Context: an optimization exercise on an open-source flow, tuned for small area. The choices shown serve that exercise and are no tape-out recipe.
In this exercise RTL edits were held to simulation tests only and were not proved equivalent to the original.
Power and IR drop assume default switching activity.

==> flow/design.v <==
`timescale 1 ns / 1 ns
module hyper_bus #(
    parameter HBRAM_FRE   = 200_000_000,
    parameter BIT_WIDTH   = 16,
    parameter INIT_NUM    = 256,
    parameter LATENCY     = 7,
    parameter STRENGTH    = "34_ohms",
    parameter BURST_MODE  = "legacy",
    parameter BURST_LEN   = 16,
    parameter REFRESH     = "Full_Array",
    parameter CLOCK_TYPE  = "Single_Ended",
    parameter MASK_WIDTH  = 4
) (
    input                              ram_clock,
    input                              ram_reset,
    input                              ram_en,
    input                              rw_ctrl,
    input      [31:0]                  ram_addr,
    input      [31:0]                  ram_burst_len,
    output                             ram_wr_valid,
    input      [BIT_WIDTH * 2 - 1 : 0] ram_wr_data,
    output reg                         ram_rd_valid,
    output reg [BIT_WIDTH * 2 - 1 : 0] ram_rd_data,
    input      [MASK_WIDTH - 1 : 0]    ram_data_mask,
    output reg                         hbc_cal_pass,
    output reg                         ctrl_idle,
    output                             hbc_ck_p_hi,
    output                             hbc_ck_p_lo,
    output                             hbc_ck_n_hi,
    output                             hbc_ck_n_lo,
    output                             hbc_cs_n,
    output                             hbc_rst_n,
    output     [BIT_WIDTH - 1 : 0]     hbc_dq_en,
    output     [BIT_WIDTH - 1 : 0]     hbc_dq_out_hi,
    output     [BIT_WIDTH - 1 : 0]     hbc_dq_out_lo,
    input      [BIT_WIDTH - 1 : 0]     hbc_dq_in_hi,
    input      [BIT_WIDTH - 1 : 0]     hbc_dq_in_lo,
    output     [BIT_WIDTH/8 - 1 : 0]   hbc_rwds_en,
    output     [BIT_WIDTH/8 - 1 : 0]   hbc_rwds_out_hi,
    output     [BIT_WIDTH/8 - 1 : 0]   hbc_rwds_out_lo,
    input      [BIT_WIDTH/8 - 1 : 0]   hbc_rwds_in_hi,
    input      [BIT_WIDTH/8 - 1 : 0]   hbc_rwds_in_lo
);
localparam IDLE  = 4'd2;
localparam RESET = 4'd1;
localparam RWAIT = 4'd3;
localparam CFG   = 4'd9;
localparam CW    = 4'd10;
localparam WAIT  = 4'd13;
localparam INIT  = 4'd0;
localparam XFER  = 4'd5;
localparam DONE  = 4'd8;
reg  [3:0]  state;
reg  [3:0]  state_next;
reg  [14:0] cnt;             
reg         flag;            
reg         cr_sel;          
reg         r_rw_ctrl;
reg  [3:0]  r_data_mask;
reg         r_rwds_hi0;
reg  [15:0] r_dq_in_hi;
reg  [15:0] ndq_hi;          
reg  [15:0] ndq_lo;          
wire [15:0] dq_hi = ~ndq_hi;
wire [15:0] dq_lo = ~ndq_lo;
reg         fst;             
wire s_idle  = state == IDLE;
wire s_reset = state == RESET;
wire s_rwait = state == RWAIT;
wire s_cfg   = state == CFG;
wire s_cw    = state == CW;
wire s_wait  = state == WAIT;
wire s_init  = state == INIT;
wire s_xfer  = state == XFER;
wire s_done  = state == DONE;
wire strobe = r_rwds_hi0 ^ hbc_rwds_in_lo[0];
wire rw_rd  = r_rw_ctrl & flag;             
wire wr_on  = flag & ~r_rw_ctrl;            
wire        cnt_up  = ~(s_xfer & rw_rd & ~strobe);       
wire [14:0] cnt_inc = cnt + {14'd0, cnt_up};
wire t1024  = cnt[10];                                                   
wire t80    = cnt[6] & cnt[4];                                           
wire t32000 = cnt[14] & cnt[13] & cnt[12] & cnt[11] & cnt[10] & cnt[8];  
wire t400   = cnt[8] & cnt[7] & cnt[4];                                  
wire [10:0] xfer_start = flag ? ~ram_burst_len[11:1] : 11'd1919;
wire tlast  = &cnt[10:1];
wire ge42   = cnt[6] | (cnt[5] & (cnt[4] | cnt[3] & (cnt[2] | cnt[1])));    
wire nz     = |cnt[4:0];                                 
wire le3    = ~(cnt[4] | cnt[3] | cnt[2]);              
wire le4    = le3 | (cnt[2] & ~cnt[1] & ~cnt[0] & ~cnt[4] & ~cnt[3]);    
wire ge2     = |cnt[4:1];                                
wire done_f  = (s_cw | s_done) & fst;                    
wire rwds_wr = (s_xfer & ~fst | s_done & fst) & wr_on;   
wire rwds_one = (s_cfg & ~fst) | (s_cw & fst) | (s_init & ~fst & ~(cnt[4] | cnt[3] | (cnt[2] & cnt[1])));
wire init_b   = s_init & ~cnt[4] & ~cnt[3];
wire beat1    = init_b & (cnt[2:0] == 3'd2);
wire beat2    = init_b & (cnt[2:0] == 3'd3);
wire beat3    = init_b & (cnt[2:0] == 3'd4);
wire cfg_on   = (s_cfg & ge2) | (s_cw & fst);
wire dq_on_hi = cfg_on | beat1 | beat2 | rwds_wr;
wire dq_on_lo = dq_on_hi | beat3;
assign hbc_ck_p_hi = ((s_cfg | s_init) & ge2) | s_xfer | done_f;
assign hbc_cs_n    = ~(((s_cfg | s_init) & ~fst) | s_xfer | done_f);
assign hbc_rst_n   = ~(s_reset & ~fst & ~ge42);
wire adv = (s_idle & ~fst & t1024) | (s_reset & t80) | (s_rwait & t32000) | (s_cfg & cnt[2]) |
           ((s_cw | s_done) & t400) | (s_wait & (~flag | ram_en)) | (s_init & cnt[4]) |
           (s_xfer & tlast);
always @(*) begin
    case (state)
        IDLE:    state_next = RESET;
        RESET:   state_next = RWAIT;
        RWAIT:   state_next = CFG;
        CFG:     state_next = CW;
        CW:      state_next = cr_sel ? CFG : WAIT;
        WAIT:    state_next = INIT;
        INIT:    state_next = XFER;
        XFER:    state_next = DONE;
        DONE:    state_next = WAIT;
        default: state_next = IDLE;
    endcase
end
always @(posedge ram_clock or posedge ram_reset) begin
    if (ram_reset) begin
        state <= IDLE;
        fst   <= 1'b1;
    end else begin
        fst <= adv;
        if (adv)
            state <= state_next;
    end
end
always @(posedge ram_clock) begin
    if (s_idle & fst)
        cnt <= 15'd25;
    else if (adv)
        cnt <= s_init ? {4'd0, xfer_start} : {14'd0, s_idle | s_reset | s_xfer};
    else
        cnt <= cnt_inc;
    if (s_idle)
        cr_sel <= 1'b0;
    else if (s_cfg & adv)
        cr_sel <= ~cr_sel;
end
always @(posedge ram_clock or posedge ram_reset) begin
    if (ram_reset)
        flag <= 1'b0;
    else if (s_done)
        flag <= 1'b1;
end
always @(posedge ram_clock) begin
    if (ram_en) begin
        r_rw_ctrl   <= rw_ctrl;
        r_data_mask <= ram_data_mask;
    end
    r_rwds_hi0 <= hbc_rwds_in_hi[0];
    r_dq_in_hi <= hbc_dq_in_hi;
end
always @(posedge ram_clock) begin
    if (s_wait) begin
        ndq_hi <= ~({ram_addr[18:11], ram_addr[2:0], ram_addr[31:27]} & {16{flag}});
        ndq_lo <= ~({ram_addr[10:3], ram_addr[26:19]} & {16{flag}});
    end else if (s_init) begin
        if (cnt[1:0] == 2'd2)
            ndq_lo[7:0] <= ~({5'd0, dq_hi[7:5]});
    end else if (s_cfg) begin
        case (cnt[2:0])
            3'd1: begin ndq_hi[7:0] <= ~(8'h60); ndq_lo[7:0] <= ~(8'h00); end
            3'd2: begin ndq_hi[7:0] <= ~(8'h01); ndq_lo[7:0] <= ~(8'h00); end
            3'd3: begin ndq_hi[7:0] <= ~(8'h00); ndq_lo[7:0] <= ~(cr_sel ? 8'h01 : 8'h00); end
            default: begin
                ndq_hi[7:0] <= ~(cr_sel ? 8'hff : 8'h8f);
                ndq_lo[7:0] <= ~(cr_sel ? 8'hc1 : 8'h2e);
            end
        endcase
    end else begin
        ndq_hi <= ~(ram_wr_data[31:16]);
        ndq_lo <= ~(ram_wr_data[15:0]);
    end
end
wire [7:0] dq_hi_b0 = {beat1 ? rw_rd : dq_hi[7], dq_hi[6] & ~beat1, dq_hi[5] | beat1, dq_hi[4:0]};
assign hbc_dq_out_hi = {(rwds_wr | beat2) ? dq_hi[15:8] : dq_hi_b0, beat2 ? dq_hi[15:8] : dq_hi_b0} & {16{dq_on_hi}};
assign hbc_dq_out_lo = {(rwds_wr | beat2) ? dq_lo[15:8] : dq_lo[7:0], beat2 ? dq_lo[15:8] : dq_lo[7:0]} & {16{dq_on_lo}};
assign hbc_rwds_out_hi = ({2{rwds_wr}} & ~r_data_mask[1:0]) | {2{rwds_one}};
assign hbc_rwds_out_lo = ({2{rwds_wr}} & ~r_data_mask[3:2]) | {2{rwds_one}};
assign hbc_ck_p_lo = 1'b0;
assign hbc_ck_n_lo = 1'b0;
assign hbc_ck_n_hi = 1'b0;
wire dq_en_c   = ~((s_idle & fst) | (s_reset & ~fst & ~ge42) | (s_wait & fst & flag) |
                    (s_init & ~fst & ~le4) | (s_xfer & (fst | rw_rd)) | (s_done & (~fst | rw_rd)));
wire rwds_en_c = (s_cfg & ~fst) | ((s_cw | s_done & ~rw_rd) & fst) | (s_init & ~fst & le4) | (s_xfer & ~rw_rd);
assign hbc_dq_en   = {BIT_WIDTH{dq_en_c}};
assign hbc_rwds_en = {2{rwds_en_c}};
assign ram_wr_valid = s_xfer & wr_on;
always @(posedge ram_clock or posedge ram_reset) begin
    if (ram_reset) begin
        hbc_cal_pass    <= 1'b0;
        ctrl_idle       <= 1'b1;
        ram_rd_valid    <= 1'b0;
        ram_rd_data     <= 32'd0;
    end else begin
        if (s_wait & flag)
            hbc_cal_pass <= 1'b1;
        ctrl_idle    <= ~(flag & ((s_init & nz) | s_xfer | s_done));
        ram_rd_valid <= s_xfer & rw_rd & strobe;
        if (s_xfer & rw_rd & strobe)
            ram_rd_data <= {r_dq_in_hi, hbc_dq_in_lo};
    end
end
endmodule
Settings: LEC_CHECK=0, ABC_AREA=1, CAP_MARGIN=20, CORE_MARGIN=2, CORE_UTILIZATION=40, PLACE_DENSITY=0.6, SLEW_MARGIN=20; clock period 5.0 ns.
standard.sh (not shown) runs the stock make flow with config.mk's settings and CLKGATE_MAP_FILE= SYNTH_SCRIPT=/design/flow/synth_recipe.tcl, a recipe that flattens the netlist after the stock synthesis.
==> flow/flow/run.sh <==
#!/bin/bash
# The standard layout (standard.sh, with synth_recipe.tcl as the synthesis
# script, so the same Yosys passes and registers) with area-related changes:
#  - ABC maps the combinational logic with an area-oriented script
#    (flow/abc_area.script: deepsyn + choice-based area mapping); ORFS reads it
#    from a copy of its scripts folder, otherwise unchanged
#  - port buffers use the smallest buffer cell (every port still gets one)
#  - clock tree synthesis uses no dummy loads
# Each tool's log stays under orfs/logs/; make's own output goes to make_finish.log.
set -uo pipefail
here=$(pwd)
rm -rf "$here/orfs_scripts"
cp -r "$FLOW_HOME/scripts" "$here/orfs_scripts"
cp "$here/flow/abc_area.script" "$here/orfs_scripts/abc_area.script"
export SCRIPTS_DIR="$here/orfs_scripts"
export BUFFER_PORTS_ARGS="-buffer_cell sky130_fd_sc_hd__buf_1"
export CTS_ARGS="-sink_clustering_enable -sink_clustering_size 12 -sink_clustering_max_diameter 60 -repair_clock_nets -dont_use_dummy_load -buf_list {sky130_fd_sc_hd__clkbuf_8} -root_buf sky130_fd_sc_hd__clkbuf_8 -sink_clustering_buffer sky130_fd_sc_hd__clkbuf_8"
bash standard.sh > make_finish.log 2>&1
st=$?
cp -r orfs/logs orfs_logs 2>/dev/null || true
exit $st
==> flow/flow/abc_area.script <==
strash
&get -n
&deepsyn -T 20
&put
dch -f
amap
topo
Rerun with:
--- a/flow/design.v
+++ b/flow/design.v
@@ -84,13 +84,13 @@
 wire t400   = cnt[8] & cnt[7] & cnt[4];                                  
 wire [10:0] xfer_start = flag ? ~ram_burst_len[11:1] : 11'd1919;
 wire tlast  = &cnt[10:1];
 wire ge42   = cnt[6] | (cnt[5] & (cnt[4] | cnt[3] & (cnt[2] | cnt[1])));    
 wire nz     = |cnt[4:0];                                 
 wire le3    = ~(cnt[4] | cnt[3] | cnt[2]);              
-wire le4    = le3 | (cnt[2] & ~cnt[1] & ~cnt[0] & ~cnt[4] & ~cnt[3]);    
+wire le4    = le3 | (cnt[2] & ~cnt[1] & ~cnt[0] & ~cnt[4] & ~cnt[3]);
 wire ge2     = |cnt[4:1];                                
 wire done_f  = (s_cw | s_done) & fst;                    
 wire rwds_wr = (s_xfer & ~fst | s_done & fst) & wr_on;   
 wire rwds_one = (s_cfg & ~fst) | (s_cw & fst) | (s_init & ~fst & ~(cnt[4] | cnt[3] | (cnt[2] & cnt[1])));
 wire init_b   = s_init & ~cnt[4] & ~cnt[3];
 wire beat1    = init_b & (cnt[2:0] == 3'd2);
@@ -99,13 +99,13 @@
 wire cfg_on   = (s_cfg & ge2) | (s_cw & fst);
 wire dq_on_hi = cfg_on | beat1 | beat2 | rwds_wr;
 wire dq_on_lo = dq_on_hi | beat3;
 assign hbc_ck_p_hi = ((s_cfg | s_init) & ge2) | s_xfer | done_f;
 assign hbc_cs_n    = ~(((s_cfg | s_init) & ~fst) | s_xfer | done_f);
 assign hbc_rst_n   = ~(s_reset & ~fst & ~ge42);
-wire adv = (s_idle & ~fst & t1024) | (s_reset & t80) | (s_rwait & t32000) | (s_cfg & cnt[2]) |
+wire adv = (s_idle & t1024) | (s_reset & t80) | (s_rwait & t32000) | (s_cfg & cnt[2]) |
            ((s_cw | s_done) & t400) | (s_wait & (~flag | ram_en)) | (s_init & cnt[4]) |
            (s_xfer & tlast);
 always @(*) begin
     case (state)
         IDLE:    state_next = RESET;
         RESET:   state_next = RWAIT;
@@ -119,36 +119,34 @@
         default: state_next = IDLE;
     endcase
 end
 always @(posedge ram_clock or posedge ram_reset) begin
     if (ram_reset) begin
         state <= IDLE;
+        cnt   <= 15'd24;
         fst   <= 1'b1;
     end else begin
         fst <= adv;
-        if (adv)
+        if (adv) begin
             state <= state_next;
-    end
-end
-always @(posedge ram_clock) begin
-    if (s_idle & fst)
-        cnt <= 15'd25;
-    else if (adv)
-        cnt <= s_init ? {4'd0, xfer_start} : {14'd0, s_idle | s_reset | s_xfer};
-    else
-        cnt <= cnt_inc;
-    if (s_idle)
+            cnt   <= s_init ? {4'd0, xfer_start} : {14'd0, s_idle | s_reset | s_xfer};
+        end else begin
+            cnt   <= cnt_inc;
+        end
+    end
+end
+always @(posedge ram_clock or posedge ram_reset) begin
+    if (ram_reset) begin
+        flag   <= 1'b0;
         cr_sel <= 1'b0;
-    else if (s_cfg & adv)
-        cr_sel <= ~cr_sel;
-end
-always @(posedge ram_clock or posedge ram_reset) begin
-    if (ram_reset)
-        flag <= 1'b0;
-    else if (s_done)
-        flag <= 1'b1;
+    end else begin
+        if (s_done)
+            flag <= 1'b1;
+        if (s_cfg & adv)
+            cr_sel <= ~cr_sel;
+    end
 end
 always @(posedge ram_clock) begin
     if (ram_en) begin
         r_rw_ctrl   <= rw_ctrl;
         r_data_mask <= ram_data_mask;
     end
Register-to-register slack stays flat; critical path depth is higher by 1; total power stays flat; design area barely changes; synthesized area hardly moves; core utilization barely changes; count of clock-buffer cells in the layout stays the same; worst setup slack gains 0.036 ns; first-iteration DRC count is lower by about 38%; final cell count is lower by 2.1%; clock power is lower by about 2%; die area barely changes.

[static timing again, ports no longer ideal]
No port has a modelled driver above. Below, the same layouts with a new extraction and two added sets of constraints.
Step 1, drivers: a clkbuf_16 drives ram_clock and a buf_2 each remaining input, both assumed.
Step 2, shift: input delay + t, output delay - t, t = (earliest + latest rising clock arrival at the registers) / 2. This alone moves slack from input paths to output paths.
a / b / c = ideal ports / drivers / drivers and shift; a / b = the first two.
| run | t, ns | slack for setup (ns) | hold slack, ns | worst slew at a driven data input, ns |
|---|---|---|---|---|
| the first run | 0.408 | 0.288 / 0.256 / 0.664 | 0.442 / 0.442 / 0.442 | 0.05 |
| the second run | 0.397 | 0.324 / 0.291 / 0.689 | 0.443 / 0.443 / 0.443 | 0.05 |
After both steps every run listed still meets setup and hold.
